From an optimization exercise on the open Yosys and OpenROAD flow, aimed at small area; shortcuts taken in it are not production practice. Function was checked by simulation only, so behaviour that the tests miss may differ from the original. Power is estimated from default activity; no workload was simulated.

[flow/config.mk]
export PLATFORM = sky130hd
export DESIGN_NAME = cpu
export DESIGN_NICKNAME = cpu
export VERILOG_FILES = /design/flow/design.v
export SDC_FILE = /design/flow/constraint.sdc
export NUM_CORES = 4
export LEC_CHECK = 0
export CAP_MARGIN = 20
export CORE_MARGIN = 2
export CORE_UTILIZATION = 45
export CTS_BUF_LIST = sky130_fd_sc_hd__clkbuf_8
export CTS_CLUSTER_DIAMETER = 50
export CTS_CLUSTER_SIZE = 16
export SLEW_MARGIN = 20
export SYNTH_HIERARCHICAL = 1
[flow/constraint.sdc]
create_clock -name core_clock -period 11.5 [get_ports {clk}]
set_input_delay 2.3000 -clock core_clock [delete_from_list [all_inputs] [get_ports {clk}]]
set_output_delay 2.3000 -clock core_clock [all_outputs]
set_load 0.01 [all_outputs]
[flow/design.v]
module alu(
  input [15:0] a,
  input [15:0] b,
  input [15:0] s0,
  input [15:0] s1,
  input [5:0] sel,
  output [15:0] out
);
wire is_inc = sel[5:2] == 4'b0000;
wire is_sub = sel[5] & ~sel[4] & (sel[3] | sel[0]);
wire [15:0] p = is_inc ? {14'd0, sel[1:0]} : b;
wire [15:0] q = a ^ {16{is_sub}};
wire [15:0] sum;
wire co;
add16 add(.x(p), .y(q), .ci(is_sub), .s(sum), .co(co));
wire cf = ~co;
wire zf = a == b;           
wire of = (b[15] & ~a[15] & ~sum[15]) | (~b[15] & a[15] & sum[15]);
wire lt = sum[15] ^ of;
wire left = sel[1];
wire fill = sel[0] & s1[15];
wire [15:0] sh;
shr16 shr(.x(s1), .left(left), .fill(fill), .n(s0), .y(sh));
wire [15:0] prod;
mul16 mul(.a(s1), .b(s0), .y(prod));
wire f_inc   = sel[5:2] == 4'b0000;
wire f_not   = sel == 6'b000100;
wire f_sign  = {sel[5:2], sel[0]} == 5'b00011;
wire f_exts  = sel == 6'b000110;
wire f_b     = sel[5:3] == 3'b001;
wire f_and   = sel == 6'b010000;
wire f_or    = sel == 6'b010001;
wire f_xor   = sel[5:1] == 5'b01001;
wire f_shr   = sel[5:1] == 5'b01010;
wire f_shl   = sel == 6'b010110;
wire f_add   = sel[5:1] == 5'b10000;
wire f_mul   = sel == 6'b100010;
wire f_cmp   = sel[5:3] == 3'b101;
wire f_addz  = sel[5:4] == 2'b11;
wire addz_a  = f_addz & (s0[0] ^ sel[0]);      
wire en_sum  = f_inc | f_add | (f_addz & ~addz_a);
wire [3:0] t = ({4{f_not}}  & 4'b0011)
             | ({4{f_sign | f_exts | addz_a}} & 4'b1100)
             | ({4{f_b}}    & 4'b1010)
             | ({4{f_and}}  & 4'b1000)
             | ({4{f_or}}   & 4'b1110)
             | ({4{f_xor}}  & 4'b0110);
wire [3:0] t15 = f_sign ? 4'b0011 : t;
wire [15:0] ax = {a[15:8] | {8{f_exts & a[7]}}, a[7:0]};
logic flag;
always @* begin
  case (sel[2:0])
    3'd0: flag = zf;
    3'd1: flag = ~zf;
    3'd2: flag = lt;
    3'd3: flag = lt | zf;
    3'd4: flag = cf;
    3'd5: flag = cf | zf;
    default: flag = 1'b0;
  endcase
end
wire [15:0] shl = rev16(sh);
logic [15:0] r;
integer k;
always @* begin
  for (k = 0; k < 16; k = k + 1)
    r[k] = (en_sum & sum[k])
         | lut2(k == 15 ? t15 : t, ax[k], b[k])
         | (f_shr & sh[k])
         | (f_shl & shl[k])
         | (f_mul & prod[k]);
  r[0] = r[0] | (f_cmp & flag);
end
assign out = r;
function lut2(input [3:0] tt, input x, input y);
  lut2 = (tt[3] & x & y) | (tt[2] & x & ~y) | (tt[1] & ~x & y) | (tt[0] & ~x & ~y);
endfunction
function [15:0] rev16(input [15:0] x);
  integer k;
  begin
    for (k = 0; k < 16; k = k + 1)
      rev16[k] = x[15-k];
  end
endfunction
endmodule
module add16(
  input [15:0] x,
  input [15:0] y,
  input ci,
  output [15:0] s,
  output co
);
wire [8:0] c;
assign c[0] = ci;
genvar i;
generate
  for (i = 0; i < 8; i = i + 1) begin : lo
    fa fa(.a(x[i]), .b(y[i]), .c(c[i]), .s(s[i]), .co(c[i+1]));
  end
endgenerate
wire [8:0] c0;
wire [7:0] s0;
ha ha0(.a(x[8]), .b(y[8]), .s(s0[0]), .co(c0[1]));
wire [8:0] c1;
wire [7:0] s1;
xnor_g xs1(.a(x[8]), .b(y[8]), .y(s1[0]));
or_g oc1(.a(x[8]), .b(y[8]), .y(c1[1]));
generate
  for (i = 1; i < 8; i = i + 1) begin : hi
    fa fa0(.a(x[8+i]), .b(y[8+i]), .c(c0[i]), .s(s0[i]), .co(c0[i+1]));
    fa fa1(.a(x[8+i]), .b(y[8+i]), .c(c1[i]), .s(s1[i]), .co(c1[i+1]));
  end
endgenerate
assign s[15:8] = c[8] ? s1 : s0;
assign co = c[8] ? c1[8] : c0[8];
endmodule
module ha(input a, input b, output s, output co);
assign s = a ^ b;
assign co = a & b;
endmodule
module shr16(
  input [15:0] x,
  input left,
  input fill,
  input [15:0] n,
  output [15:0] y
);
wire [15:0] l0, l1, l2, l3, l4;    
genvar i;
generate
  for (i = 0; i < 16; i = i + 1) begin : st
    mux2i_g m0(.a(x[i]), .b(x[15-i]), .s(left), .y(l0[i]));
    mux2i_g m1(.a(l0[i]), .b(i + 1 < 16 ? l0[i+1] : ~fill), .s(n[0]), .y(l1[i]));
    mux2i_g m2(.a(l1[i]), .b(i + 2 < 16 ? l1[i+2] : fill), .s(n[1]), .y(l2[i]));
    mux2i_g m3(.a(l2[i]), .b(i + 4 < 16 ? l2[i+4] : ~fill), .s(n[2]), .y(l3[i]));
    mux2i_g m4(.a(l3[i]), .b(i + 8 < 16 ? l3[i+8] : fill), .s(n[3]), .y(l4[i]));
  end
endgenerate
assign y = (n[15:4] != 12'd0) ? {16{fill}} : ~l4;
endmodule
module mux2i_g(input a, input b, input s, output y);
assign y = ~(s ? b : a);
endmodule
module sel3(input u, input d, input h, input a, input b, input c, output y);
assign y = (u & a) | (d & b) | (h & c);
endmodule
module rd1(input p0_n, input p0, input p1_sel, input p1, output y);
assign y = (~p0_n & ~p0) | (p1_sel & p1);
endmodule
module decoder(
  input [17:0] insn,
  output sign,
  output [15:0] imm_mask,
  output [2:0] src_a,
  output [1:0] src_b,
  output [5:0] alu_sel,
  output wr_stk1,
  output pop,
  output push,
  output load_stk,
  output load_fp,
  output load_gp,
  output load_ip,
  output load_isr,
  output cpop,
  output cpush,
  output byt,
  output dmem_ren,
  output dmem_wen,
  output set_ien, clear_ien,
  output call,
  output pmem_wenh, pmem_wenl
);
assign imm_mask = calc_imm_mask(insn[17:14]);
assign {sign, src_a, src_b, alu_sel,
  load_stk, load_fp, load_gp, load_ip, load_isr,
  push, pop, cpush, cpop,
  wr_stk1, byt, dmem_ren, dmem_wen,
  set_ien, clear_ien, call, pmem_wenh, pmem_wenl} = decode(insn);
function [29:0] decode(input [17:0] insn);
  logic sign;
  logic [2:0] src_a;
  logic [1:0] pp;
  logic [4:0] load;
  sign = insn[11];
  src_a = {1'b0, insn[13:12]};
  pp = insn[7:6];
  load = src_a === 3'h3;
  decode = 30'd0;
  casex (insn)
    18'b11_xxxx_xxxx_xxxx_xxxx:  
      decode = {1'b0, 3'h0, 2'h1,  6'h0f,     18'b10000_1000_0000_00_000};
    18'b00_00xx_xxxx_xxxx_xxxx:  
      decode = {sign, 3'h3,   2'h1,  6'h20,   18'b00010_0010_0000_00_100};
    18'b00_0100_xxxx_xxxx_xxxx:  
      decode = {sign, 3'h3,   2'h1,  6'h20,   18'b00010_0000_0000_00_000};
    18'b00_0101_xxxx_xxxx_xxxx:  
      decode = {sign, src_a, 2'h1,  6'h20,   18'b01000_0000_0000_00_000};
    18'b00_0110_xxxx_xxxx_xxxx:  
      decode = {sign, 3'h3,   2'h1,  6'h30,  18'b00010_0100_0000_00_000};
    18'b00_1000_xxxx_xxxx_xxxx:  
      decode = {1'b0, src_a, 2'h1,  6'h0f,     18'b10000_1000_0110_00_000};
    18'b00_10xx_xxxx_xxxx_xxxx:  
      decode = {1'b0, src_a, 2'h1,  6'h20,   18'b10000_1000_0110_00_000};
    18'b00_1100_xxxx_xxxx_xxxx:  
      decode = {1'b0, src_a, 2'h1,  6'h0f,     18'b00000_0100_0101_00_000};
    18'b00_11xx_xxxx_xxxx_xxxx:  
      decode = {1'b0, src_a, 2'h1,  6'h20,   18'b00000_0100_0101_00_000};
    18'b01_0000_xxxx_xxxx_xxx0:  
      decode = {1'b0, src_a, 2'h1,  6'h0f,     18'b10000_1000_0010_00_000};
    18'b01_00xx_xxxx_xxxx_xxx0:  
      decode = {1'b0, src_a, 2'h1,  6'h20,   18'b10000_1000_0010_00_000};
    18'b01_0000_xxxx_xxxx_xxx1:  
      decode = {1'b0, src_a, 2'h1,  6'h0f,     18'b00000_0100_0001_00_000};
    18'b01_00xx_xxxx_xxxx_xxx1:  
      decode = {1'b0, src_a, 2'h1,  6'h20,   18'b00000_0100_0001_00_000};
    18'b01_01xx_xxxx_xxxx_xxxx:  
      decode = {1'b0, src_a, 2'h1,  6'h20,   18'b10000_1000_0000_00_000};
    18'b01_11xx_0xxx_xxxx_xxxx:  
      decode = {1'b0, 3'h0, 2'h0, insn[5:0],  18'b10000_0000_0000_00_000 | (pp << 11)};
    18'b01_11xx_1xxx_xx00_0x00:  
      decode = {1'b0, 3'h4, 2'h1,  6'h00,     18'b00010_0001_0000_00_000};
    18'b01_11xx_1xxx_xx00_0x01:  
      decode = {1'b0, 3'h0, 2'h1,  6'h00,     18'b00010_0110_0000_00_100};
    18'b01_11xx_1xxx_xx00_0x10:  
      decode = {1'b0, 3'h4, 2'h1,  6'h00,     18'b01000_0001_0000_00_000};
    18'b01_11xx_1xxx_xx00_0x11:  
      decode = {1'b0, 3'h1,   2'h1,  6'h00,     18'b00000_0010_0000_00_000};
    18'b01_11xx_1xxx_xx00_10x0:  
      decode = {1'b0, 3'h0, 2'h1,  6'h00,     18'b10000_0000_0010_00_000};
    18'b01_11xx_1xxx_xx00_1100:  
      decode = {1'b0, 3'h0, 2'h1,  6'h00,     18'b10000_0100_1001_00_000};
    18'b01_11xx_1xxx_xx00_1110:  
      decode = {1'b0, 3'h0, 2'h1,  6'h00,     18'b00000_0100_1001_00_000};
    18'b01_11xx_1xxx_xx00_10x1:  
      decode = {1'b0, 3'h0, 2'h1,  6'h00,     18'b10000_0000_0110_00_000};
    18'b01_11xx_1xxx_xx00_1101:  
      decode = {1'b0, 3'h0, 2'h1,  6'h00,     18'b10000_0100_1101_00_000};
    18'b01_11xx_1xxx_xx00_1111:  
      decode = {1'b0, 3'h0, 2'h1,  6'h00,     18'b00000_0100_1101_00_000};
    18'b01_11xx_1xxx_xxx1_xx0x:  
      decode = {1'b0, 3'h3,   2'h2,  6'h0f,     18'b00010_0010_0000_00_000};
    18'b01_11xx_1xxx_xxx1_xx1x:  
      decode = {1'b0, 3'h4, 2'h1,  6'h00,     18'b00010_0001_0000_10_000};
    18'b01_11xx_1xxx_xx1x_x000:  
      decode = {1'b0, 3'h0, 2'h1,  6'h00,     18'b01000_0100_0000_00_000};
    18'b01_11xx_1xxx_xx1x_x001:  
      decode = {1'b0, 3'h0, 2'h1,  6'h00,     18'b00100_0100_0000_00_000};
    18'b01_11xx_1xxx_xx1x_x010:  
      decode = {1'b0, 3'h0, 2'h1,  6'h00,     18'b00001_0100_0000_00_000};
    18'b01_11xx_1xxx_xx1x_x100:  
      decode = {1'b0, 3'h0, 2'h1,  6'h00,     18'b10000_0100_1000_00_010};
    18'b01_11xx_1xxx_xx1x_x101:  
      decode = {1'b0, 3'h0, 2'h1,  6'h00,     18'b10000_0100_1000_00_001};
  endcase
endfunction
function [15:0] calc_imm_mask(input [3:0] op);
begin
  casex (op)
    4'b11xx: calc_imm_mask = 16'hffff;  
    4'b0000: calc_imm_mask = 16'h3fff;  
    4'b0100: calc_imm_mask = 16'h0ffe;  
    default: calc_imm_mask = 16'h0fff;  
  endcase
end
endfunction
endmodule
module mul16(input [15:0] a, input [15:0] b, output [15:0] y);
wire p0_0 = ~(a[0] & b[0]);
wire p1_0 = ~(a[1] & b[0]);
wire p2_0 = ~(a[2] & b[0]);
wire p3_0 = ~(a[3] & b[0]);
wire p4_0 = ~(a[4] & b[0]);
wire p5_0 = ~(a[5] & b[0]);
wire p6_0 = ~(a[6] & b[0]);
wire p7_0 = ~(a[7] & b[0]);
wire p8_0 = ~(a[8] & b[0]);
wire p9_0 = ~(a[9] & b[0]);
wire p10_0 = ~(a[10] & b[0]);
wire p11_0 = ~(a[11] & b[0]);
wire p12_0 = ~(a[12] & b[0]);
wire p13_0 = ~(a[13] & b[0]);
wire p14_0 = ~(a[14] & b[0]);
wire p15_0 = ~(a[15] & b[0]);
wire p0_1 = ~(a[0] & b[1]);
wire p1_1 = ~(a[1] & b[1]);
wire p2_1 = ~(a[2] & b[1]);
wire p3_1 = ~(a[3] & b[1]);
wire p4_1 = ~(a[4] & b[1]);
wire p5_1 = ~(a[5] & b[1]);
wire p6_1 = ~(a[6] & b[1]);
wire p7_1 = ~(a[7] & b[1]);
wire p8_1 = ~(a[8] & b[1]);
wire p9_1 = ~(a[9] & b[1]);
wire p10_1 = ~(a[10] & b[1]);
wire p11_1 = ~(a[11] & b[1]);
wire p12_1 = ~(a[12] & b[1]);
wire p13_1 = ~(a[13] & b[1]);
wire p14_1 = ~(a[14] & b[1]);
wire p0_2 = ~(a[0] & b[2]);
wire p1_2 = ~(a[1] & b[2]);
wire p2_2 = ~(a[2] & b[2]);
wire p3_2 = ~(a[3] & b[2]);
wire p4_2 = ~(a[4] & b[2]);
wire p5_2 = ~(a[5] & b[2]);
wire p6_2 = ~(a[6] & b[2]);
wire p7_2 = ~(a[7] & b[2]);
wire p8_2 = ~(a[8] & b[2]);
wire p9_2 = ~(a[9] & b[2]);
wire p10_2 = ~(a[10] & b[2]);
wire p11_2 = ~(a[11] & b[2]);
wire p12_2 = ~(a[12] & b[2]);
wire p13_2 = ~(a[13] & b[2]);
wire p0_3 = ~(a[0] & b[3]);
wire p1_3 = ~(a[1] & b[3]);
wire p2_3 = ~(a[2] & b[3]);
wire p3_3 = ~(a[3] & b[3]);
wire p4_3 = ~(a[4] & b[3]);
wire p5_3 = ~(a[5] & b[3]);
wire p6_3 = ~(a[6] & b[3]);
wire p7_3 = ~(a[7] & b[3]);
wire p8_3 = ~(a[8] & b[3]);
wire p9_3 = ~(a[9] & b[3]);
wire p10_3 = ~(a[10] & b[3]);
wire p11_3 = ~(a[11] & b[3]);
wire p12_3 = ~(a[12] & b[3]);
wire p0_4 = ~(a[0] & b[4]);
wire p1_4 = ~(a[1] & b[4]);
wire p2_4 = ~(a[2] & b[4]);
wire p3_4 = ~(a[3] & b[4]);
wire p4_4 = ~(a[4] & b[4]);
wire p5_4 = ~(a[5] & b[4]);
wire p6_4 = ~(a[6] & b[4]);
wire p7_4 = ~(a[7] & b[4]);
wire p8_4 = ~(a[8] & b[4]);
wire p9_4 = ~(a[9] & b[4]);
wire p10_4 = ~(a[10] & b[4]);
wire p11_4 = ~(a[11] & b[4]);
wire p0_5 = ~(a[0] & b[5]);
wire p1_5 = ~(a[1] & b[5]);
wire p2_5 = ~(a[2] & b[5]);
wire p3_5 = ~(a[3] & b[5]);
wire p4_5 = ~(a[4] & b[5]);
wire p5_5 = ~(a[5] & b[5]);
wire p6_5 = ~(a[6] & b[5]);
wire p7_5 = ~(a[7] & b[5]);
wire p8_5 = ~(a[8] & b[5]);
wire p9_5 = ~(a[9] & b[5]);
wire p10_5 = ~(a[10] & b[5]);
wire p0_6 = ~(a[0] & b[6]);
wire p1_6 = ~(a[1] & b[6]);
wire p2_6 = ~(a[2] & b[6]);
wire p3_6 = ~(a[3] & b[6]);
wire p4_6 = ~(a[4] & b[6]);
wire p5_6 = ~(a[5] & b[6]);
wire p6_6 = ~(a[6] & b[6]);
wire p7_6 = ~(a[7] & b[6]);
wire p8_6 = ~(a[8] & b[6]);
wire p9_6 = ~(a[9] & b[6]);
wire p0_7 = ~(a[0] & b[7]);
wire p1_7 = ~(a[1] & b[7]);
wire p2_7 = ~(a[2] & b[7]);
wire p3_7 = ~(a[3] & b[7]);
wire p4_7 = ~(a[4] & b[7]);
wire p5_7 = ~(a[5] & b[7]);
wire p6_7 = ~(a[6] & b[7]);
wire p7_7 = ~(a[7] & b[7]);
wire p8_7 = ~(a[8] & b[7]);
wire p0_8 = ~(a[0] & b[8]);
wire p1_8 = ~(a[1] & b[8]);
wire p2_8 = ~(a[2] & b[8]);
wire p3_8 = ~(a[3] & b[8]);
wire p4_8 = ~(a[4] & b[8]);
wire p5_8 = ~(a[5] & b[8]);
wire p6_8 = ~(a[6] & b[8]);
wire p7_8 = ~(a[7] & b[8]);
wire p0_9 = ~(a[0] & b[9]);
wire p1_9 = ~(a[1] & b[9]);
wire p2_9 = ~(a[2] & b[9]);
wire p3_9 = ~(a[3] & b[9]);
wire p4_9 = ~(a[4] & b[9]);
wire p5_9 = ~(a[5] & b[9]);
wire p6_9 = ~(a[6] & b[9]);
wire p0_10 = ~(a[0] & b[10]);
wire p1_10 = ~(a[1] & b[10]);
wire p2_10 = ~(a[2] & b[10]);
wire p3_10 = ~(a[3] & b[10]);
wire p4_10 = ~(a[4] & b[10]);
wire p5_10 = ~(a[5] & b[10]);
wire p0_11 = ~(a[0] & b[11]);
wire p1_11 = ~(a[1] & b[11]);
wire p2_11 = ~(a[2] & b[11]);
wire p3_11 = ~(a[3] & b[11]);
wire p4_11 = ~(a[4] & b[11]);
wire p0_12 = ~(a[0] & b[12]);
wire p1_12 = ~(a[1] & b[12]);
wire p2_12 = ~(a[2] & b[12]);
wire p3_12 = ~(a[3] & b[12]);
wire p0_13 = ~(a[0] & b[13]);
wire p1_13 = ~(a[1] & b[13]);
wire p2_13 = ~(a[2] & b[13]);
wire p0_14 = ~(a[0] & b[14]);
wire p1_14 = ~(a[1] & b[14]);
wire p0_15 = ~(a[0] & b[15]);
wire s0, c0;
han ha0 (.a(p0_1), .b(p1_0), .s(s0), .co(c0));
wire s1, c1;
fa fa1 (.a(p0_2), .b(p1_1), .c(p2_0), .s(s1), .co(c1));
wire s2, c2;
han ha2 (.a(c0), .b(s1), .s(s2), .co(c2));
wire s3, c3;
fa fa3 (.a(p0_3), .b(p1_2), .c(p2_1), .s(s3), .co(c3));
wire s4, c4;
fa fa4 (.a(p3_0), .b(c1), .c(s3), .s(s4), .co(c4));
wire s5, c5;
han ha5 (.a(c2), .b(s4), .s(s5), .co(c5));
wire s6, c6;
fa fa6 (.a(p0_4), .b(p1_3), .c(p2_2), .s(s6), .co(c6));
wire s7, c7;
fa fa7 (.a(p3_1), .b(p4_0), .c(c3), .s(s7), .co(c7));
wire s8, c8;
fa fa8 (.a(s6), .b(c4), .c(s7), .s(s8), .co(c8));
wire s9, c9;
han ha9 (.a(c5), .b(s8), .s(s9), .co(c9));
wire s10, c10;
fa fa10 (.a(p0_5), .b(p1_4), .c(p2_3), .s(s10), .co(c10));
wire s11, c11;
fa fa11 (.a(p3_2), .b(p4_1), .c(p5_0), .s(s11), .co(c11));
wire s12, c12;
fa fa12 (.a(c6), .b(s10), .c(s11), .s(s12), .co(c12));
wire s13, c13;
fa fa13 (.a(c7), .b(s12), .c(c8), .s(s13), .co(c13));
wire s14, c14;
han ha14 (.a(c9), .b(s13), .s(s14), .co(c14));
wire s15, c15;
fa fa15 (.a(p0_6), .b(p1_5), .c(p2_4), .s(s15), .co(c15));
wire s16, c16;
fa fa16 (.a(p3_3), .b(p4_2), .c(p5_1), .s(s16), .co(c16));
wire s17, c17;
fa fa17 (.a(p6_0), .b(c10), .c(c11), .s(s17), .co(c17));
wire s18, c18;
fa fa18 (.a(s15), .b(s16), .c(c12), .s(s18), .co(c18));
wire s19, c19;
fa fa19 (.a(s17), .b(s18), .c(c13), .s(s19), .co(c19));
wire s20, c20;
han ha20 (.a(c14), .b(s19), .s(s20), .co(c20));
wire s21, c21;
fa fa21 (.a(p0_7), .b(p1_6), .c(p2_5), .s(s21), .co(c21));
wire s22, c22;
fa fa22 (.a(p3_4), .b(p4_3), .c(p5_2), .s(s22), .co(c22));
wire s23, c23;
fa fa23 (.a(p6_1), .b(p7_0), .c(c15), .s(s23), .co(c23));
wire s24, c24;
fa fa24 (.a(c16), .b(s21), .c(s22), .s(s24), .co(c24));
wire s25, c25;
fa fa25 (.a(c17), .b(s23), .c(s24), .s(s25), .co(c25));
wire s26, c26;
fa fa26 (.a(c18), .b(s25), .c(c19), .s(s26), .co(c26));
wire s27, c27;
han ha27 (.a(c20), .b(s26), .s(s27), .co(c27));
wire s28, c28;
fa fa28 (.a(p0_8), .b(p1_7), .c(p2_6), .s(s28), .co(c28));
wire s29, c29;
fa fa29 (.a(p3_5), .b(p4_4), .c(p5_3), .s(s29), .co(c29));
wire s30, c30;
fa fa30 (.a(p6_2), .b(p7_1), .c(p8_0), .s(s30), .co(c30));
wire s31, c31;
fa fa31 (.a(c21), .b(c22), .c(s28), .s(s31), .co(c31));
wire s32, c32;
fa fa32 (.a(s29), .b(s30), .c(c23), .s(s32), .co(c32));
wire s33, c33;
fa fa33 (.a(c24), .b(s31), .c(s32), .s(s33), .co(c33));
wire s34, c34;
fa fa34 (.a(c25), .b(s33), .c(c26), .s(s34), .co(c34));
wire s35, c35;
han ha35 (.a(c27), .b(s34), .s(s35), .co(c35));
wire s36, c36;
fa fa36 (.a(p0_9), .b(p1_8), .c(p2_7), .s(s36), .co(c36));
wire s37, c37;
fa fa37 (.a(p3_6), .b(p4_5), .c(p5_4), .s(s37), .co(c37));
wire s38, c38;
fa fa38 (.a(p6_3), .b(p7_2), .c(p8_1), .s(s38), .co(c38));
wire s39, c39;
fa fa39 (.a(p9_0), .b(c28), .c(c29), .s(s39), .co(c39));
wire s40, c40;
fa fa40 (.a(c30), .b(s36), .c(s37), .s(s40), .co(c40));
wire s41, c41;
fa fa41 (.a(s38), .b(c31), .c(s39), .s(s41), .co(c41));
wire s42, c42;
fa fa42 (.a(s40), .b(c32), .c(s41), .s(s42), .co(c42));
wire s43, c43;
fa fa43 (.a(c33), .b(s42), .c(c34), .s(s43), .co(c43));
wire s44, c44;
han ha44 (.a(c35), .b(s43), .s(s44), .co(c44));
wire s45, c45;
fa fa45 (.a(p0_10), .b(p10_0), .c(p1_9), .s(s45), .co(c45));
wire s46, c46;
fa fa46 (.a(p2_8), .b(p3_7), .c(p4_6), .s(s46), .co(c46));
wire s47, c47;
fa fa47 (.a(p5_5), .b(p6_4), .c(p7_3), .s(s47), .co(c47));
wire s48, c48;
fa fa48 (.a(p8_2), .b(p9_1), .c(c36), .s(s48), .co(c48));
wire s49, c49;
fa fa49 (.a(c37), .b(c38), .c(s45), .s(s49), .co(c49));
wire s50, c50;
fa fa50 (.a(s46), .b(s47), .c(c39), .s(s50), .co(c50));
wire s51, c51;
fa fa51 (.a(c40), .b(s48), .c(s49), .s(s51), .co(c51));
wire s52, c52;
fa fa52 (.a(c41), .b(s50), .c(s51), .s(s52), .co(c52));
wire s53, c53;
fa fa53 (.a(c42), .b(s52), .c(c43), .s(s53), .co(c53));
wire s54, c54;
han ha54 (.a(c44), .b(s53), .s(s54), .co(c54));
wire s55, c55;
fa fa55 (.a(p0_11), .b(p10_1), .c(p11_0), .s(s55), .co(c55));
wire s56, c56;
fa fa56 (.a(p1_10), .b(p2_9), .c(p3_8), .s(s56), .co(c56));
wire s57, c57;
fa fa57 (.a(p4_7), .b(p5_6), .c(p6_5), .s(s57), .co(c57));
wire s58, c58;
fa fa58 (.a(p7_4), .b(p8_3), .c(p9_2), .s(s58), .co(c58));
wire s59, c59;
fa fa59 (.a(c45), .b(c46), .c(c47), .s(s59), .co(c59));
wire s60, c60;
fa fa60 (.a(s55), .b(s56), .c(s57), .s(s60), .co(c60));
wire s61, c61;
fa fa61 (.a(s58), .b(c48), .c(c49), .s(s61), .co(c61));
wire s62, c62;
fa fa62 (.a(s59), .b(s60), .c(c50), .s(s62), .co(c62));
wire s63, c63;
fa fa63 (.a(c51), .b(s61), .c(s62), .s(s63), .co(c63));
wire s64, c64;
fa fa64 (.a(c52), .b(s63), .c(c53), .s(s64), .co(c64));
wire s65, c65;
han ha65 (.a(c54), .b(s64), .s(s65), .co(c65));
wire s66, c66;
fa fa66 (.a(p0_12), .b(p10_2), .c(p11_1), .s(s66), .co(c66));
wire s67, c67;
fa fa67 (.a(p12_0), .b(p1_11), .c(p2_10), .s(s67), .co(c67));
wire s68, c68;
fa fa68 (.a(p3_9), .b(p4_8), .c(p5_7), .s(s68), .co(c68));
wire s69, c69;
fa fa69 (.a(p6_6), .b(p7_5), .c(p8_4), .s(s69), .co(c69));
wire s70, c70;
fa fa70 (.a(p9_3), .b(c55), .c(c56), .s(s70), .co(c70));
wire s71, c71;
fa fa71 (.a(c57), .b(c58), .c(s66), .s(s71), .co(c71));
wire s72, c72;
fa fa72 (.a(s67), .b(s68), .c(s69), .s(s72), .co(c72));
wire s73, c73;
fa fa73 (.a(c59), .b(c60), .c(s70), .s(s73), .co(c73));
wire s74, c74;
fa fa74 (.a(s71), .b(s72), .c(c61), .s(s74), .co(c74));
wire s75, c75;
fa fa75 (.a(s73), .b(c62), .c(s74), .s(s75), .co(c75));
wire s76, c76;
fa fa76 (.a(c63), .b(s75), .c(c64), .s(s76), .co(c76));
wire s77, c77;
han ha77 (.a(c65), .b(s76), .s(s77), .co(c77));
wire s78, c78;
fa fa78 (.a(p0_13), .b(p10_3), .c(p11_2), .s(s78), .co(c78));
wire s79, c79;
fa fa79 (.a(p12_1), .b(p13_0), .c(p1_12), .s(s79), .co(c79));
wire s80, c80;
fa fa80 (.a(p2_11), .b(p3_10), .c(p4_9), .s(s80), .co(c80));
wire s81, c81;
fa fa81 (.a(p5_8), .b(p6_7), .c(p7_6), .s(s81), .co(c81));
wire s82, c82;
fa fa82 (.a(p8_5), .b(p9_4), .c(c66), .s(s82), .co(c82));
wire s83, c83;
fa fa83 (.a(c67), .b(c68), .c(c69), .s(s83), .co(c83));
wire s84, c84;
fa fa84 (.a(s78), .b(s79), .c(s80), .s(s84), .co(c84));
wire s85, c85;
fa fa85 (.a(s81), .b(c70), .c(c71), .s(s85), .co(c85));
wire s86, c86;
fa fa86 (.a(c72), .b(s82), .c(s83), .s(s86), .co(c86));
wire s87, c87;
fa fa87 (.a(s84), .b(c73), .c(s85), .s(s87), .co(c87));
wire s88, c88;
fa fa88 (.a(s86), .b(c74), .c(s87), .s(s88), .co(c88));
wire s89, c89;
fa fa89 (.a(c75), .b(s88), .c(c76), .s(s89), .co(c89));
wire s90, c90;
han ha90 (.a(c77), .b(s89), .s(s90), .co(c90));
wire s91, c91;
fa fa91 (.a(p0_14), .b(p10_4), .c(p11_3), .s(s91), .co(c91));
wire s92, c92;
fa fa92 (.a(p12_2), .b(p13_1), .c(p14_0), .s(s92), .co(c92));
wire s93, c93;
fa fa93 (.a(p1_13), .b(p2_12), .c(p3_11), .s(s93), .co(c93));
wire s94, c94;
fa fa94 (.a(p4_10), .b(p5_9), .c(p6_8), .s(s94), .co(c94));
wire s95, c95;
fa fa95 (.a(p7_7), .b(p8_6), .c(p9_5), .s(s95), .co(c95));
wire s96, c96;
fa fa96 (.a(c78), .b(c79), .c(c80), .s(s96), .co(c96));
wire s97, c97;
fa fa97 (.a(c81), .b(s91), .c(s92), .s(s97), .co(c97));
wire s98, c98;
fa fa98 (.a(s93), .b(s94), .c(s95), .s(s98), .co(c98));
wire s99, c99;
fa fa99 (.a(c82), .b(c83), .c(c84), .s(s99), .co(c99));
wire s100, c100;
fa fa100 (.a(s96), .b(s97), .c(s98), .s(s100), .co(c100));
wire s101, c101;
fa fa101 (.a(c85), .b(c86), .c(s99), .s(s101), .co(c101));
wire s102, c102;
fa fa102 (.a(s100), .b(c87), .c(s101), .s(s102), .co(c102));
wire s103, c103;
fa fa103 (.a(c88), .b(s102), .c(c89), .s(s103), .co(c103));
wire s104, c104;
han ha104 (.a(c90), .b(s103), .s(s104), .co(c104));
wire x105 = p0_15 ^ p10_5 ^ p11_4;
wire x106 = p12_3 ^ p13_2 ^ p14_1;
wire x107 = p15_0 ^ p1_14 ^ p2_13;
wire x108 = p3_12 ^ p4_11 ^ p5_10;
wire x109 = p6_9 ^ p7_8 ^ p8_7;
wire x110 = p9_6 ^ x105 ^ x106;
wire x111 = x107 ^ x108 ^ x109;
wire x112 = c91 ^ c92 ^ c93;
wire x113 = c94 ^ c95 ^ x110;
wire x114 = x111 ^ x112 ^ c96;
wire x115 = c97 ^ c98 ^ x113;
wire x116 = x114 ^ c99 ^ c100;
wire x117 = x115 ^ x116 ^ c101;
wire x118 = x117 ^ c102 ^ c103;
wire x119 = ~(c104 ^ x118);
assign y[0] = ~p0_0;
assign y[1] = ~s0;
assign y[2] = ~s2;
assign y[3] = ~s5;
assign y[4] = ~s9;
assign y[5] = ~s14;
assign y[6] = ~s20;
assign y[7] = ~s27;
assign y[8] = ~s35;
assign y[9] = ~s44;
assign y[10] = ~s54;
assign y[11] = ~s65;
assign y[12] = ~s77;
assign y[13] = ~s90;
assign y[14] = ~s104;
assign y[15] = ~x119;
endmodule
module fa(input a, input b, input c, output s, output co);
assign s = a ^ b ^ c;
assign co = (a & b) | (a & c) | (b & c);
endmodule
module han(input a, input b, output s, output co);
xnor_g xs(.a(a), .b(b), .y(s));
or_g oc(.a(a), .b(b), .y(co));
endmodule
module xnor_g(input a, input b, output y);
assign y = ~(a ^ b);
endmodule
module or_g(input a, input b, output y);
assign y = a | b;
endmodule
module cpu#(
  parameter CLOCK_HZ = 27_000_000
) (
  input  rst,
  input  clk,
  input  irq,
  output dmem_ren,
  output dmem_wen,
  output dmem_byt,
  output [14-1:0] dmem_addr,
  input  [15:0] dmem_rdata,
  output [15:0] dmem_wdata,
  output pmem_wenh, pmem_wenl,
  output [14-1:0] pmem_addr,
  input  [17:0] pmem_rdata,
  output [17:0] pmem_wdata
);
logic reg1, reg2;            
logic irq_pend, ien;
logic [17:0] insn;
logic [15:0] fp, gp, ip, isr;
logic addr_d0;               
wire ph_dec   = ~reg1 & ~reg2;
wire ph_exec  =  reg1 & ~reg2;
wire ph_rdmem =  reg1 &  reg2;
wire ph_fetch = ~reg1 &  reg2;
wire ph_half  = ~reg2;       
always @(posedge clk, posedge rst) begin
  if (rst) begin
    reg1 <= 1'b1;
    reg2 <= 1'b1;
  end else begin
    reg1 <= ~reg2;
    reg2 <= reg1;
  end
end
logic sign, wr_stk1;
logic [15:0] imm_mask;
logic [2:0] d_src_a;
logic [1:0] d_src_b;
logic [5:0] d_alu;
logic d_pop, d_push, d_stk, d_fp, d_gp, d_ip, d_isr, d_cpop, d_cpush, d_byt,
  d_ren, d_wen, d_set_ien, d_clear_ien, d_call, d_wenh, d_wenl;
decoder decoder(
  .insn(insn),
  .sign(sign),
  .imm_mask(imm_mask),
  .src_a(d_src_a),
  .src_b(d_src_b),
  .alu_sel(d_alu),
  .wr_stk1(wr_stk1),
  .pop(d_pop),
  .push(d_push),
  .load_stk(d_stk),
  .load_fp(d_fp),
  .load_gp(d_gp),
  .load_ip(d_ip),
  .load_isr(d_isr),
  .cpop(d_cpop),
  .cpush(d_cpush),
  .byt(d_byt),
  .dmem_ren(d_ren),
  .dmem_wen(d_wen),
  .set_ien(d_set_ien),
  .clear_ien(d_clear_ien),
  .call(d_call),
  .pmem_wenh(d_wenh),
  .pmem_wenl(d_wenl)
);
wire irq_masked = ien & irq;
wire np = ~irq_pend;
wire xp = np & ph_exec;      
wire stk_phase = d_ren ? ph_rdmem : ph_exec;
wire pop      = d_pop & xp;
wire push     = d_push & np & stk_phase;
wire load_stk = d_stk & np & stk_phase;
wire load_fp  = d_fp & xp;
wire load_gp  = d_gp & xp;
wire load_isr = d_isr & xp;
wire load_ip  = ((d_ip | irq_pend) & ph_exec) | (ph_fetch & ~irq_masked);
wire cpop     = d_cpop & xp;
wire cpush    = (d_cpush | irq_pend) & ph_dec;
wire set_ien  = d_set_ien & xp;
wire clear_ien = (d_clear_ien | irq_pend) & ph_exec;
assign dmem_ren  = ph_rdmem & d_ren;
assign dmem_wen  = d_wen & xp;
assign dmem_byt  = d_byt & np;
assign pmem_wenh = d_wenh & xp;
assign pmem_wenl = d_wenl & xp;
logic [15:0] stack0, stack1, cstack0, alu_out, stack_in;
logic [15:0] sp [0:15];
logic sa;
logic [3:0] sd;
logic snz;                   
wire s_rd0_n = ~(snz & ~sa);
wire s_rd1 = snz & sa;
rd1 s_rd[15:0] (.p0_n(s_rd0_n), .p0(sp[0]), .p1_sel(s_rd1), .p1(sp[1]), .y(stack1));
wire s_down = ~pop & (push | ~sa);
wire s0_ld = load_stk;
wire s0_po = ~load_stk & pop;
wire s0_h  = ~load_stk & ~pop & ~push;
wire [15:0] stack0_next;
sel3 s0_sel[15:0] (.u(s0_ld), .d(s0_po), .h(s0_h), .a(stack_in), .b(stack1), .c(stack0), .y(stack0_next));
always @(posedge clk, posedge rst) begin
  if (rst)
    stack0 <= 16'd0;
  else
    stack0 <= stack0_next;
end
always @(posedge clk, posedge rst) begin
  if (rst)
    sd <= 4'd0;
  else if (pop)
    sd <= (sd == 4'd0) ? 4'd0 : sd - 4'd1;
  else if (push)
    sd <= (sd == 4'd15) ? 4'd15 : sd + 4'd1;
end
always @(posedge clk, posedge rst) begin
  if (rst)
    snz <= 1'b0;
  else if (pop)
    snz <= sd[3:1] != 3'd0;
  else if (push)
    snz <= 1'b1;
end
always @(posedge clk, posedge rst) begin
  if (rst)
    sa <= 1'b0;
  else if (~push & ~pop)
    sa <= ~sa;
end
wire [15:0] sp_next [0:14];
genvar g, b;
generate
  for (g = 0; g < 15; g = g + 1) begin : sp_pos
    for (b = 0; b < 16; b = b + 1) begin : sp_bit
      mux2i_g m(.a(sp[g+1][b]), .b(g == 0 ? stack0[b] : sp[g-1][b]), .s(s_down), .y(sp_next[g][b]));
    end
  end
endgenerate
integer i;
always @(posedge clk) begin
  for (i = 0; i < 15; i = i + 1)
    sp[i] <= sp_next[i];
  sp[15] <= ~sp[14];
end
logic [15:0] cp [0:15];
logic ca;
logic [3:0] cd;
logic cnz;                   
wire [15:0] cstack1;
wire c_rd0_n = ~(cnz & ~ca);
wire c_rd1 = cnz & ca;
rd1 c_rd[15:0] (.p0_n(c_rd0_n), .p0(cp[0]), .p1_sel(c_rd1), .p1(cp[1]), .y(cstack1));
wire c_down = ~cpop & (cpush | ~ca);
wire c0_po = ~cpush & cpop;
wire c0_h  = ~cpush & ~cpop;
wire [15:0] cstack0_next;
sel3 c0_sel[15:0] (.u(cpush), .d(c0_po), .h(c0_h), .a(alu_out), .b(cstack1), .c(cstack0), .y(cstack0_next));
always @(posedge clk, posedge rst) begin
  if (rst)
    cstack0 <= 16'd0;
  else
    cstack0 <= cstack0_next;
end
always @(posedge clk, posedge rst) begin
  if (rst)
    cd <= 4'd0;
  else if (cpop)
    cd <= (cd == 4'd0) ? 4'd0 : cd - 4'd1;
  else if (cpush)
    cd <= (cd == 4'd15) ? 4'd15 : cd + 4'd1;
end
always @(posedge clk, posedge rst) begin
  if (rst)
    cnz <= 1'b0;
  else if (cpop)
    cnz <= cd[3:1] != 3'd0;
  else if (cpush)
    cnz <= 1'b1;
end
always @(posedge clk, posedge rst) begin
  if (rst)
    ca <= 1'b0;
  else if (~cpush & ~cpop)
    ca <= ~ca;
end
wire [15:0] cp_next [0:14];
generate
  for (g = 0; g < 15; g = g + 1) begin : cp_pos
    for (b = 0; b < 16; b = b + 1) begin : cp_bit
      mux2i_g m(.a(cp[g+1][b]), .b(g == 0 ? cstack0[b] : cp[g-1][b]), .s(c_down), .y(cp_next[g][b]));
    end
  end
endgenerate
always @(posedge clk) begin
  for (i = 0; i < 15; i = i + 1)
    cp[i] <= cp_next[i];
  cp[15] <= ~cp[14];
end
logic [15:0] src_a, src_b, imm;
wire a_fp   = ph_half & np & (d_src_a == 3'h1);
wire a_gp   = ph_half & np & (d_src_a == 3'h2);
wire a_ip   = ~ph_half | (d_src_a == 3'h3) | irq_pend | (d_call & ph_dec);
wire a_cstk = ph_half & np & (d_src_a == 3'h4);
assign src_a = a_fp ? fp
             : a_gp ? gp
             : a_ip ? ip
             : a_cstk ? cstack0
             : stack0;
assign imm = (insn[15:0] & imm_mask) | (sign ? {~imm_mask[15:10], 10'd0} : 16'd0);
assign src_b = irq_pend ? isr
             : d_src_b == 2'h0 ? stack1
             : d_src_b == 2'h1 ? imm
             : isr;
wire [5:0] alu_sel = ph_exec ? (irq_pend ? 6'h0f : d_alu)
                   : ph_fetch ? 6'h01 : 6'h00;
alu alu(
  .a(src_a),
  .b(src_b),
  .s0(stack0),
  .s1(stack1),
  .sel(alu_sel),
  .out(alu_out)
);
assign stack_in = dmem_ren ? (dmem_byt ? (addr_d0 ? {8'd0, dmem_rdata[15:8]}
                                                  : {8'd0, dmem_rdata[7:0]})
                                       : dmem_rdata)
                           : alu_out;
assign dmem_addr = alu_out[14-1:0];
assign pmem_addr = alu_out[14-1:0];
wire [15:0] wdata_raw = wr_stk1 ? stack1 : stack0;
assign dmem_wdata = alu_out[0] ? {wdata_raw[7:0], 8'd0} : wdata_raw;
assign pmem_wdata = {wdata_raw[1:0], wdata_raw};
always @(posedge clk, posedge rst) begin
  if (rst)
    fp <= 16'h4000;
  else if (load_fp)
    fp <= alu_out;
end
always @(posedge clk, posedge rst) begin
  if (rst)
    gp <= 16'h0100;
  else if (load_gp)
    gp <= alu_out;
end
always @(posedge clk, posedge rst) begin
  if (rst)
    ip <= 16'h0;
  else if (load_ip)
    ip <= alu_out;
end
always @(posedge clk, posedge rst) begin
  if (rst)
    isr <= 16'd0;
  else if (load_isr)
    isr <= alu_out;
end
always @(posedge clk, posedge rst) begin
  if (rst)
    insn <= 18'd0;
  else if (ph_fetch)
    insn <= pmem_rdata;
end
always @(posedge clk, posedge rst) begin
  if (rst)
    addr_d0 <= 1'b0;
  else
    addr_d0 <= alu_out[0];
end
always @(posedge clk, posedge rst) begin
  if (rst)
    ien <= 1'b1;
  else if (set_ien)
    ien <= 1'b1;
  else if (clear_ien)
    ien <= 1'b0;
end
always @(posedge clk, posedge rst) begin
  if (rst)
    irq_pend <= 1'b0;
  else if (ph_fetch)
    irq_pend <= irq_masked;
end
endmodule
[flow/flow/run.sh]
#!/bin/bash
set -euo pipefail
bash standard.sh \
  "BUFFER_PORTS_ARGS=-buffer_cell sky130_fd_sc_hd__buf_2" \
  "CTS_ARGS=-sink_clustering_enable -repair_clock_nets -sink_clustering_size 16 -sink_clustering_max_diameter 50 -buf_list sky130_fd_sc_hd__clkbuf_8 -dont_use_dummy_load" \
  finish > flow.log 2>&1
[flow/standard.sh]
#!/bin/bash
# synth_recipe.tcl (not shown) runs the flow's synth.tcl, then flattens the netlist and writes it again
# the make line also repeats each setting of config.mk as NAME=value (left out here)
make -C /OpenROAD-flow-scripts/flow DESIGN_CONFIG=/design/flow/config.mk WORK_HOME=/design/flow/orfs CLKGATE_MAP_FILE= SYNTH_SCRIPT=/design/flow/synth_recipe.tcl "${@:-finish}"
==> run summary, run 1 <==
Crit-path max cell delay - 0.54 ns
Via/cell ratio - 5.596
Worst-Margin Slew - 1.191 ns
Synth cell types - 93
Placed cells - 3556
Yosys warns - 13
Total track usage - 0.2248
Async SR Flop Fraction - 0.2037
TritonCTS clock tree - done
Seq/Total Area, Yosys - 0.4509
RSZ-0062 raised after global routing - false
Buf/Inv on CP - 4
Gr ovfl total - 0
Rel. slew slack - 0.1832
Routed len/inst - 21.63 um
Worst setup path class - reg -> out
Initial antenna violation count - 2
H-Tree Depth - 3
Num CTS Buffers - 71
Initial Util - 0.4557
CTS Hold Bufs - 0
TritonCTS Sinks - 643
Flip-flop and latch count after synthesis - 643
Hold/Removal Path Class - reg -> reg
Util after Layout - 0.4954
First-pass DRT Iterations - 6
Status - timing/DRC/antenna clean
Power density over the cells - 274.5 nW/um2
Die height - 262.3 um
Ranking of synthesized cells by area - dfxtp_1 34%, mux2i_1 20%, dfrtp_1 11%
Port buffer count - 103
WL final - 78580 um
Most area-hungry cell type in the Yosys netlist - dfxtp_1
Max Slew Vio Count - 0
Clock Root Buffer - clkbuf_8
Worst setup margin - 0.5298 ns
LEAKAGE - 14.83 nW
Gpl congestion - 0.9365
Startpoint types - flip-flop
Final nets - 2927
Fin crit share - 0.9539
Pre-CTS setup slack - 0.7854 ns
Max Cap Viol - 0
Core area - 65860 um2
DRC violations left - 0
Ys flop type - dfxtp_1
I/O pins - 104
CP endpoint kind - output pin
Critical Path AT - 8.67 ns
Die W - 262.3 um
Largest net degree at the start of global routing - 167
Sum of negative setup slack - 0 ns
Cell Area, Synth - 30020 um2
Peak supply drop - 0.0004205 V
Setup crit start - insn[15]
CP max FO - 20
Routed vias - 20330
Row Count - 94
Vias in the first global route - 20520
First-pass GRT wire length - 121800 um
Yosys top cell area share - 0.3415
Die area - 68790 um2
Layout cells sized above 1 - 0.1565
Final hold vios - 0
Top cell by count, worst path - fa_1
Non-filler cells, final - 3633
Clk buf depth - 3
Clock-pin slew on the worst setup and hold paths - 0.08 ns
Crit path required time - 9.20 ns
Fmax - 0.09116 GHz
Final ANT Viol Nets - 0
Minimum clock period - 10.97 ns
DRT iter0 DRCs - 1619
Crit-path slowest cell - nor4_1
Cells after synthesis - 2629
HPWL after DPL - 56310 um
HP Start - cp[14][11]
Worst Clk Skew - 0.1155 ns
Post-synth EDFFs - 0
Crit path max-delay family - adder cells
P&R area growth vs syn - 8.695%
Worst-Skew Late Latency - 0.69 ns
Setup Viol. Count Final - 0
RR Startpoint - sa
Synthesized area per cell - 11.42 um2
## final timing paths
path                       depth (start not counted)  slack (ns)              to
max in group asynchronous                          3        8.11       stack0[6]
min                                                1        0.33      cp[15][11]
max reg2reg                                       30        1.49      stack0[15]
min reg2reg                                        1        0.33      cp[15][11]
min in group asynchronous                          2        1.81           gp[3]
max                                               27        0.53  dmem_wdata[10]
## state kept, by name, summed over array words and instances (netlist names), 16 cells and up
name and cells:
ip 16, gp 16, insn 18, stack0 16
cp 256, sp 256, isr 16, fp 16
cstack0 16
## report_power, final
| group | internal, mW | switching (mW) | leakage [nW] | total (mW) |
|---|---|---|---|---|
| registers | 3.03 | 0.551 | 5.95 | 3.58 |
| logic | 1.77 | 2.35 | 8.36 | 4.12 |
| clock network | 0.547 | 0.712 | 0.511 | 1.26 |
## cell usage in the layout (no fill, tap or decap), types with 16 or more instances in the layout
| cell type | synthesis | final |
|---|---|---|
| mux2i_1 | 593 | 593 |
| dfxtp_1 | 512 | 512 |
| nand2_1 | 306 | 306 |
| dfrtp_1 | 126 | 125 |
| fa_1 | 113 | 113 |
| inv_1 | 107 | 106 |
| buf_2 | 26 | 103 |
| nor2_1 | 79 | 78 |
| mux2_2 | 74 | 74 |
| buf_4 | 44 | 73 |
| clkbuf_8 | 0 | 71 |
| o21ai_0 | 71 | 70 |
| xnor2_1 | 53 | 53 |
| a222oi_1 | 40 | 40 |
| a21oi_1 | 39 | 37 |
| nor2b_1 | 34 | 32 |
| o2bb2ai_2 | 32 | 32 |
| xor2_1 | 24 | 24 |
| nand3_1 | 19 | 19 |
| o22ai_1 | 17 | 17 |
| or2_1 | 16 | 16 |
## layout make-up
cell class / instances / area, um2
fill: 5964 / 33240
multi-input combinational: 1765 / 15470
sequential: 643 / 13540
timing repair buffer: 180 / 1151
tap: 864 / 1081
clock buffer: 71 / 977.2
inverter: 107 / 404.1
antenna: 3 / 7.507
## stage by stage
step                      hold WS (ns)  cell area, um2  total power [mW]
after floorplan                 0.3519           30060             7.015
after global placement          0.3583           31560             7.619
after detailed placement        0.3619           31560             7.722
after CTS                       0.3205           32530             9.026
after global routing            0.3405           32620             9.540
final                           0.3283           32630             8.957
## Yosys cell counts, types with 11 or more instances
cell type  number
a31oi_1        15
nor2_1         79
xor2_1         24
and2_1         15
dfxtp_1       512
nand3_1        19
fa_1          113
o22ai_1        17
a21o_1         11
a311oi_1       17
nand2b_1       11
buf_4          44
or2_1          16
mux2i_1       593
o21ai_0        71
nand2_1       306
a21oi_1        39
a222oi_1       40
inv_1         107
nor2b_1        34
clkbuf_1       43
a21oi_2        11
xnor2_1        53
mux2_2         74
dfrtp_1       126
o2bb2ai_2      32
buf_2          26
## metal layers
layer / up-vias / GRT usage / part of all wire
met5: - / 0 / 0.00017
li1: 9454 / - / -
met2: 596 / 0.3559 / 0.46
met3: 151 / 0.04365 / 0.056
met1: 10130 / 0.3035 / 0.45
met4: 2 / 0.08784 / 0.036
## per-module statistics from Yosys (local to each module, per instance), excerpt
module   cells  copies in the design  area (um2)
add16       10                     1       146.4
cpu       1235                     1       17130
decoder    146                     1       873.3
fa           1                   113       20.02
ha           1                     1       12.51
mux2i_g      1                   560       10.01
or_g         1                    15       6.256
rd1          1                    32       15.01
sel3         2                    32       13.76
shr16       25                     1       219.0
xnor_g       1                    15       8.758
## repair_timing
item                                    CTS  global route
gates resized for setup                   0            10
setup buffers                             0             2
endpoints found under the setup margin    0            17
## cell families (layout without fill, tap and decap cells)
family / after synthesis / count (layout) / share of synthesized area
xor+xnor: 78 / 78 / 0.02322
buf+inv: 231 / 358 / 0.03806
simple gates: 557 / 557 / 0.08912
other cells: 2 / 15 / 0.0002502
fa+ha+maj: 122 / 122 / 0.07912
compound gates: 313 / 313 / 0.08345
flops: 643 / 643 / 0.4509
mux: 683 / 683 / 0.2359
==> run 2: changes to the inputs <==
--- a/flow/design.v
+++ b/flow/design.v
@@ -145,7 +145,28 @@
 assign y = (u & a) | (d & b) | (h & c);
 endmodule
 module rd1(input p0_n, input p0, input p1_sel, input p1, output y);
-assign y = (~p0_n & ~p0) | (p1_sel & p1);
+wire n1;
+nand2_g g1(.a(p1_sel), .b(p1), .y(n1));
+o21ai_g g2(.a1(p0_n), .a2(p0), .b1(n1), .y(y));
+endmodule
+module ao5(input e1, input d1, input e2, input d2, input e3, input d3,
+           input e4, input d4, input e5, input d5, output y);
+wire n1, n2;
+a222oi_g g1(.a1(e1), .a2(d1), .b1(e2), .b2(d2), .c1(e3), .c2(d3), .y(n1));
+a22oi_g g2(.a1(e4), .a2(d4), .b1(e5), .b2(d5), .y(n2));
+nand2_g g3(.a(n1), .b(n2), .y(y));
+endmodule
+module nand2_g(input a, input b, output y);
+assign y = ~(a & b);
+endmodule
+module o21ai_g(input a1, input a2, input b1, output y);
+assign y = ~((a1 | a2) & b1);
+endmodule
+module a222oi_g(input a1, input a2, input b1, input b2, input c1, input c2, output y);
+assign y = ~((a1 & a2) | (b1 & b2) | (c1 & c2));
+endmodule
+module a22oi_g(input a1, input a2, input b1, input b2, output y);
+assign y = ~((a1 & a2) | (b1 & b2));
 endmodule
 module decoder(
   input [17:0] insn,
@@ -747,7 +768,7 @@
 assign dmem_byt  = d_byt & np;
 assign pmem_wenh = d_wenh & xp;
 assign pmem_wenl = d_wenl & xp;
-logic [15:0] stack0, stack1, cstack0, alu_out, stack_in;
+logic [15:0] stack0, stack1, cstack0, alu_out;
 logic [15:0] sp [0:15];
 logic sa;
 logic [3:0] sd;
@@ -756,11 +777,20 @@
 wire s_rd1 = snz & sa;
 rd1 s_rd[15:0] (.p0_n(s_rd0_n), .p0(sp[0]), .p1_sel(s_rd1), .p1(sp[1]), .y(stack1));
 wire s_down = ~pop & (push | ~sa);
-wire s0_ld = load_stk;
-wire s0_po = ~load_stk & pop;
-wire s0_h  = ~load_stk & ~pop & ~push;
+wire s0_mem  = load_stk & dmem_ren;
+wire s0_hi   = s0_mem & dmem_byt & addr_d0;        
+wire s0_lo   = s0_mem & ~(dmem_byt & addr_d0);     
+wire s0_up   = s0_mem & ~dmem_byt;                 
+wire s0_alu  = load_stk & ~dmem_ren;
+wire s0_po   = ~load_stk & pop;
+wire s0_h    = ~load_stk & ~pop & ~push;
 wire [15:0] stack0_next;
-sel3 s0_sel[15:0] (.u(s0_ld), .d(s0_po), .h(s0_h), .a(stack_in), .b(stack1), .c(stack0), .y(stack0_next));
+ao5 s0_lo_sel[7:0] (.e1(s0_alu), .d1(alu_out[7:0]), .e2(s0_lo), .d2(dmem_rdata[7:0]),
+  .e3(s0_hi), .d3(dmem_rdata[15:8]), .e4(s0_po), .d4(stack1[7:0]), .e5(s0_h), .d5(stack0[7:0]),
+  .y(stack0_next[7:0]));
+ao5 s0_hi_sel[15:8] (.e1(s0_alu), .d1(alu_out[15:8]), .e2(s0_up), .d2(dmem_rdata[15:8]),
+  .e3(1'b0), .d3(1'b0), .e4(s0_po), .d4(stack1[15:8]), .e5(s0_h), .d5(stack0[15:8]),
+  .y(stack0_next[15:8]));
 always @(posedge clk, posedge rst) begin
   if (rst)
     stack0 <= 16'd0;
@@ -883,10 +913,6 @@
   .sel(alu_sel),
   .out(alu_out)
 );
-assign stack_in = dmem_ren ? (dmem_byt ? (addr_d0 ? {8'd0, dmem_rdata[15:8]}
-                                                  : {8'd0, dmem_rdata[7:0]})
-                                       : dmem_rdata)
-                           : alu_out;
 assign dmem_addr = alu_out[14-1:0];
 assign pmem_addr = alu_out[14-1:0];
 wire [15:0] wdata_raw = wr_stk1 ? stack1 : stack0;
==> flow/flow/run.sh (replaced) <==
#!/bin/bash
set -euo pipefail
bash standard.sh \
  "BUFFER_PORTS_ARGS=-buffer_cell sky130_fd_sc_hd__buf_1" \
  "CTS_ARGS=-sink_clustering_enable -repair_clock_nets -sink_clustering_size 30 -sink_clustering_max_diameter 60 -buf_list sky130_fd_sc_hd__clkbuf_16 -dont_use_dummy_load" \
  finish > flow.log 2>&1
==> run summary, run 2 <==
Worst-Margin Slew - 1.246 ns
Crit-path max cell delay - 0.65 ns
Final hold vios - 0
Fmax - 0.09012 GHz
Core area - 65630 um2
Synth Area in Compound Gates - 0.07937
Xor/xnor cell area share of the yosys netlist - 0.02338
Clock-pin slew on the worst setup and hold paths - 0.07 ns
Sw frac - 0.4243
Cells after synthesis - 2628
Post-synthesis mux area share - 0.2348
Power density over the cells - 335.2 nW/um2
Fin crit share - 0.9649
Die area - 68320 um2
P&R area growth vs syn - 8.983%
Worst setup path class - reg -> out
Layout cells sized above 1 - 0.1041
Main combinational cell family by area after synthesis - multiplexers
CP endpoint kind - output pin
Minimum clock period - 11.10 ns
Met2 Use GR - 0.3400
Yosys warns - 13
Clock Power Share - 0.127
Setup Viol. Count Final - 0
Yosys top cell area share - 0.3439
Seq/Total Area, Yosys - 0.4540
Sum of negative setup slack - 0 ns
Gpl congestion - 0.9661
Initial Util - 0.4542
DRT iter0 DRCs - 1540
Crit-path slowest cell - dfrtp_1
Internal power - 6.269 mW
Die W - 261.4 um
Peak supply drop - 0.0004503 V
Flip-flop and latch count after synthesis - 643
Synthesized area per cell - 11.34 um2
CP max FO - 27
GR peak layer - met2
Met3 global-route usage - 0.03688
Port buffer count - 103
Buf/Inv on CP - 4
Clock Root Buffer - clkbuf_16
Gr ovfl total - 0
Total power - 10.89 mW
RSZ-0062 raised after global routing - false
H-Tree Depth - 2
Final nets - 2919
Most frequent cell after synthesis - mux2i_1
Hold/Removal Path Class - reg -> reg
Max Cap Viol - 0
Top cell by count, worst path - fa_1
Worst Clk Skew - 0.09660 ns
Clk buf depth - 3
Crit path required time - 9.20 ns
Cell Area, Synth - 29810 um2
Status - timing/DRC/antenna clean
Crit path max-delay family - adder cells
Synth cell types - 93
Max Slew Vio Count - 0
Pre-CTS setup slack - 0.5270 ns
Sequential power share - 0.322
Largest net degree at the start of global routing - 167
Routed len/inst - 20.90 um
Most frequent cells in the layout - 585 x mux2i_1, 512 x dfxtp_1, 331 x nand2_1
First-pass GRT wire length - 117800 um
Worst hold margin - 0.3536 ns
Combinational power share - 0.552
GR Layer Usage met1 - 0.3093
Row Count - 94
First-pass DRT Iterations - 5
Psw - 4.620 mW
TritonCTS clock tree - done
Final ANT Viol Nets - 0
HPWL after DPL - 54110 um
I/O pins - 104
Startpoint types - flip-flop
CTS Hold Bufs - 0
Worst setup margin - 0.4036 ns
Biggest regs - cp (256), sp (256), insn (18)
Critical Path AT - 8.80 ns
Routed vias - 20120
Die height - 261.4 um
Ys flop type - dfxtp_1
TritonCTS Sinks - 643
Most area-hungry cell type in the Yosys netlist - dfxtp_1
Via/cell ratio - 5.555
Initial antenna violation count - 0
Simple-gate area share of the yosys netlist - 0.09268
Async SR Flop Fraction - 0.2037
Worst-Skew Late Latency - 0.61 ns
Vias in the first global route - 20190
Adder-cell area share of the yosys netlist - 0.07967
Rel. slew slack - 0.1693
LEAKAGE - 14.50 nW
DRC violations left - 0
WL final - 75740 um
Ranking of synthesized cells by area - dfxtp_1 34%, mux2i_1 20%, dfrtp_1 11%
Commonest non-fill, non-tap cell in the layout - mux2i_1
Post-synth EDFFs - 0
Total track usage - 0.2213
Synth top cells by count - 585 x mux2i_1, 512 x dfxtp_1, 331 x nand2_1
FILL cells - 5891
Num CTS Buffers - 44
## run 2: changes by cell type in the layout (fill, tap and decap cells not counted), moves of 18 or more
cell / before / now
nand2_1: 306 / 331
o21ai_1: 0 / 33
buf_2: 103 / 0
clkbuf_16: 0 / 44
inv_1: 106 / 88
o21ai_0: 70 / 49
o2bb2ai_2: 32 / 0
buf_1: 0 / 103
clkbuf_8: 71 / 0
## run 2: per-layer routing
metal / wire [um] / vias to the layer above
met5: 0 / -
met4: 3145 / 0
met3: 4281 / 149
met2: 33480 / 565
met1: 34830 / 9975
li1: - / 9435
## run 2: worst register-to-register path: cells and delay by family (launching register included)
family	cells	cell delay, ns
AO/OA/AOI/OAI	5	1.85
XOR/XNOR	5	1.20
adder cells (fa/ha/maj)	13	5.27
buffers and inverters	1	0.26
flip-flops	1	0.43
AND/OR/NAND/NOR	4	0.88
## run 2: metrics by stage
stage / std cells / util / cell area (um2)
global route: 3622 / 0.4950 / 32480
finish: 3623 / 0.4950 / 32490
floorplan: 2653 / - / 29910
global placement: 3576 / 0.4771 / 31310
CTS: 3621 / 0.4946 / 32460
detailed placement: 3577 / 0.4776 / 31340
## run 2: power groups by stage
stage	logic [mW]	registers [mW]	clock network, mW
4_1_cts	6.00	3.51	1.44
5_1_grt	6.53	3.61	1.51
3_5_place_dp	5.97	3.56	0
6_report	6.01	3.50	1.38
3_3_place_gp	5.85	3.53	0
2_1_floorplan	4.84	3.45	0
## run 2: cell type report
class / instances / area [um2] / share of cell area
antenna: 1 / 2.502 / 0.00007703
clock buffer: 44 / 1101 / 0.03389
inverter: 89 / 336.6 / 0.01036
multi-input combinational: 1801 / 15410 / 0.4742
sequential: 643 / 13530 / 0.4166
tap: 864 / 1081 / 0.03328
timing repair buffer: 181 / 1025 / 0.03154
## run 2: what timing repair did
| action | 4_1_cts | 5_1_grt |
|---|---|---|
| setup endpoints to repair | 14 | 18 |
| buffers inserted | 0 | 1 |
| resized for setup | 4 | 2 |
## run 2: final timing paths
check	startpoint	end	slack, ns	depth (start not counted)
worst max-delay path	insn[4]	pmem_addr[0]	0.40	26
worst min-delay path	sp[15][8]	sp[14][8]	0.35	1
worst max register to register	sa	stack0[15]	1.42	28
worst min register to register	sp[15][8]	sp[14][8]	0.35	1
max in group asynchronous	rst	isr[1]	8.34	3
min in group asynchronous	rst	cstack0[12]	1.86	2
## run 2: cells by family after synthesis
| logic type | after synthesis |
|---|---|
| other | 3 |
| AND/OR/NAND/NOR | 582 |
| buffers and inverters | 209 |
| XOR/XNOR | 78 |
| adder cells (fa/ha/maj) | 122 |
| AO/OA/AOI/OAI | 316 |
| multiplexers | 675 |
| flip-flops | 643 |
## run 2: modules after synthesis, one instance, submodules excluded, a selection
module / area [um2] / cells / copies in the design
cpu: 16920 / 1186 / 1
alu: 1717 / 217 / 1
mul16: 905.9 / 196 / 1
decoder: 873.3 / 146 / 1
shr16: 219.0 / 25 / 1
add16: 146.4 / 10 / 1
mux2i_g: 10.01 / 1 / 560
a222oi_g: 10.01 / 1 / 16
xnor_g: 8.758 / 1 / 15
or_g: 6.256 / 1 / 15
nand2_g: 3.754 / 1 / 48
==> run 3: changes to the inputs <==
==> flow/flow/run.sh (replaced) <==
#!/bin/bash
set -euo pipefail
bash standard.sh \
  "BUFFER_PORTS_ARGS=-buffer_cell sky130_fd_sc_hd__buf_1" \
  "CTS_ARGS=-sink_clustering_enable -repair_clock_nets -sink_clustering_size 16 -sink_clustering_max_diameter 50 -buf_list sky130_fd_sc_hd__clkbuf_8 -dont_use_dummy_load" \
  finish > flow.log 2>&1
==> run summary, run 3 <==
Status - timing/DRC/antenna clean
Util after Layout - 0.4931
Fin crit share - 0.9659
Minimum clock period - 11.11 ns
Num CTS Buffers - 70
I/O pins - 104
Die W - 261.4 um
Flip-flop and latch count after synthesis - 643
FILL cells - 5939
Worst-Skew Late Latency - 0.69 ns
CP max FO - 27
Ys flop type - dfxtp_1
Pre-CTS setup slack - 0.5270 ns
Initial antenna violation count - 2
Sw frac - 0.4312
Combinational power share - 0.557
Layout cells sized above 1 - 0.1135
Worst setup margin - 0.3916 ns
Clock Root Buffer - clkbuf_8
Clock-pin slew on the worst setup and hold paths - 0.09 ns
Synthesized area per cell - 11.34 um2
Internal power - 6.117 mW
Synth top cells by count - 585 x mux2i_1, 512 x dfxtp_1, 331 x nand2_1
Setup Viol. Count Final - 0
LEAKAGE - 14.47 nW
Reg2Reg Depth - 28
Yosys top cell area share - 0.3439
Die height - 261.4 um
Cells after synthesis - 2628
Sequential power share - 0.326
Port buffer count - 103
Post-synth EDFFs - 0
Rel. slew slack - 0.1776
Commonest non-fill, non-tap cell in the layout - mux2i_1
WL final - 76250 um
Worst-Margin Slew - 1.222 ns
TritonCTS Sinks - 643
Final nets - 2945
Gpl congestion - 0.9661
HPWL after DPL - 54110 um
Worst setup path class - reg -> out
Routed vias - 20250
Max Slew Vio Count - 0
Synth cell types - 93
Largest net degree at the start of global routing - 167
Final hold vios - 0
Clk buf depth - 3
H-Tree Depth - 3
Row Count - 94
P&R area growth vs syn - 8.563%
Gr ovfl total - 0
Max Cap Viol - 0
Worst Clk Skew - 0.1081 ns
Biggest regs - cp (256), sp (256), insn (18)
Total track usage - 0.2236
Crit path required time - 9.20 ns
DRT iter0 DRCs - 1513
Die area - 68320 um2
Critical Path AT - 8.81 ns
Ranking of synthesized cells by area - dfxtp_1 34%, mux2i_1 20%, dfrtp_1 11%
Most frequent cells in the layout - 585 x mux2i_1, 512 x dfxtp_1, 331 x nand2_1
Multi-input gate area in the final layout - 15410 um2
Core area - 65630 um2
Clock Power Share - 0.117
Initial Util - 0.4542
Final ANT Viol Nets - 0
Cell Area, Synth - 29810 um2
DRC violations left - 0
Async SR Flop Fraction - 0.2037
RSZ-0062 raised after global routing - false
First-pass GRT wire length - 118300 um
Routed len/inst - 20.88 um
Vias in the first global route - 20410
Via/cell ratio - 5.547
Peak supply drop - 0.0004453 V
Yosys warns - 13
Hold/Removal Path Class - reg -> reg
FF+latch area - 13540 um2
CP endpoint kind - output pin
First-pass DRT Iterations - 6
Fmax - 0.09002 GHz
Most frequent cell after synthesis - mux2i_1
Most area-hungry cell type in the Yosys netlist - dfxtp_1
Seq/Total Area, Yosys - 0.4540
Sum of negative setup slack - 0 ns
Power density over the cells - 332.3 nW/um2
Psw - 4.637 mW
Hold Path Cell Cnt - 1
TritonCTS clock tree - done
Startpoint types - flip-flop
run 3: final timing paths:
check	slack, ns	endpoint	from
max	0.39	pmem_addr[0]	insn[4]
min	0.35	sp[15][15]	sp[14][15]
max reg2reg	1.41	stack0[15]	sa
min reg2reg	0.35	sp[15][15]	sp[14][15]
max in group asynchronous	8.44	isr[5]	rst
min in group asynchronous	1.77	cstack0[1]	rst
run 3: cells by family after synthesis:
group,Yosys count,share of synthesized area
flip-flops,643,0.4540
adder cells (fa/ha/maj),122,0.07967
XOR/XNOR,78,0.02338
other,3,0.0003777
multiplexers,675,0.2348
buffers and inverters,209,0.03564
AO/OA/AOI/OAI,316,0.07937
AND/OR/NAND/NOR,582,0.09268
run 3: per-module statistics from Yosys (local to each module, per instance), a selection:
module    flops+latches  area (um2)  copies in the design  cells inside
nand2_g               0       3.754                    48             1
mul16                 0       905.9                     1           196
xnor_g                0       8.758                    15             1
a222oi_g              0       10.01                    16             1
sel3                  0       13.76                    16             2
add16                 0       146.4                     1            10
decoder               0       873.3                     1           146
ha                    0       12.51                     1             1
run 3: per-layer routing:
layer  GRT usage  wire (um)
met4      0.1010       3196
met3     0.04375       4776
met1      0.3072      34570
met2      0.3417      33700
met5           0          0
run 3: layout make-up:
class,count,area share
Antenna cell,3,0.0002320
Clock buffer,70,0.02977
Inverter,89,0.01040
Multi-Input combinational cell,1801,0.4763
Sequential cell,643,0.4183
Tap cell,864,0.03341
Timing Repair Buffer,181,0.03167
run 3: worst max-delay path, stage by stage (launching register included):
cell      delay (ns)
dfrtp_1         0.65
nor2b_2         0.35
nand3_1         0.19
o21ai_1         0.31
o21bai_1        0.21
a221oi_2        0.54
nor2_1          0.09
a311oi_1        0.29
buf_4           0.22
xor2_1          0.09
fa_1            0.40
fa_1            0.38
fa_1            0.39
fa_1            0.40
fa_1            0.39
fa_1            0.39
fa_1            0.40
fa_1            0.38
buf_4           0.20
mux2_4          0.32
o211ai_1        0.16
o21ai_0         0.10
a32oi_1         0.20
nand4_1         0.11
or3_4           0.54
buf_4           0.26
buf_1           0.13
run 3: power groups by stage:
| stage | clock [mW] | combinational [mW] | sequential [mW] |
|---|---|---|---|
| 2_1_floorplan | 0 | 4.84 | 3.45 |
| 3_3_place_gp | 0 | 5.85 | 3.53 |
| 3_5_place_dp | 0 | 5.97 | 3.56 |
| 4_1_cts | 1.32 | 5.99 | 3.51 |
| 5_1_grt | 1.41 | 6.53 | 3.60 |
| 6_report | 1.26 | 5.99 | 3.50 |
run 3: through the flow:
stage | instances | cell area [um2] | power, mW | hold WS (ns)
2_1_floorplan | 2653 | 29910 | 8.292 | 0.3519
5_1_grt | 3649 | 32360 | 11.54 | 0.3723
3_5_place_dp | 3577 | 31340 | 9.525 | 0.3599
6_report | 3651 | 32360 | 10.75 | 0.3534
3_3_place_gp | 3576 | 31310 | 9.376 | 0.3584
4_1_cts | 3647 | 32320 | 10.83 | 0.3586
run 3: repair_timing:
action / in CTS / in global routing
endpoints found under the setup margin: 18 / 18
gates resized for setup: 5 / 4
buffers inserted: 0 / 1
hold buffers: 0 / 0

## static timing again, ports no longer ideal
The flow's constraints put no driver on any port. The routed layouts listed below were extracted and timed again, unchanged, in two steps. Step 1: set_driving_cell puts a clkbuf_16 on clk and a buf_2 on each other input, an assumption about the parent block. Step 2 times the ports against the registers' clock, not the clock port: input delays grow and output delays shrink by t, the midpoint of the rising clock arrivals with the driver on. Three values: ideal ports, drivers, drivers and shift; two values: the first two.
| run | t, ns | setup WS [ns] | pins driven straight from the clock port |
|---|---|---|---|
| run 1 | 0.690 | 0.530 / 0.473 / 1.163 | 1 |
| run 2 | 0.627 | 0.404 / 0.340 / 0.966 | 1 |
| run 3 | 0.691 | 0.392 / 0.338 / 1.028 | 1 |
After both steps setup and hold are still met in every run listed.
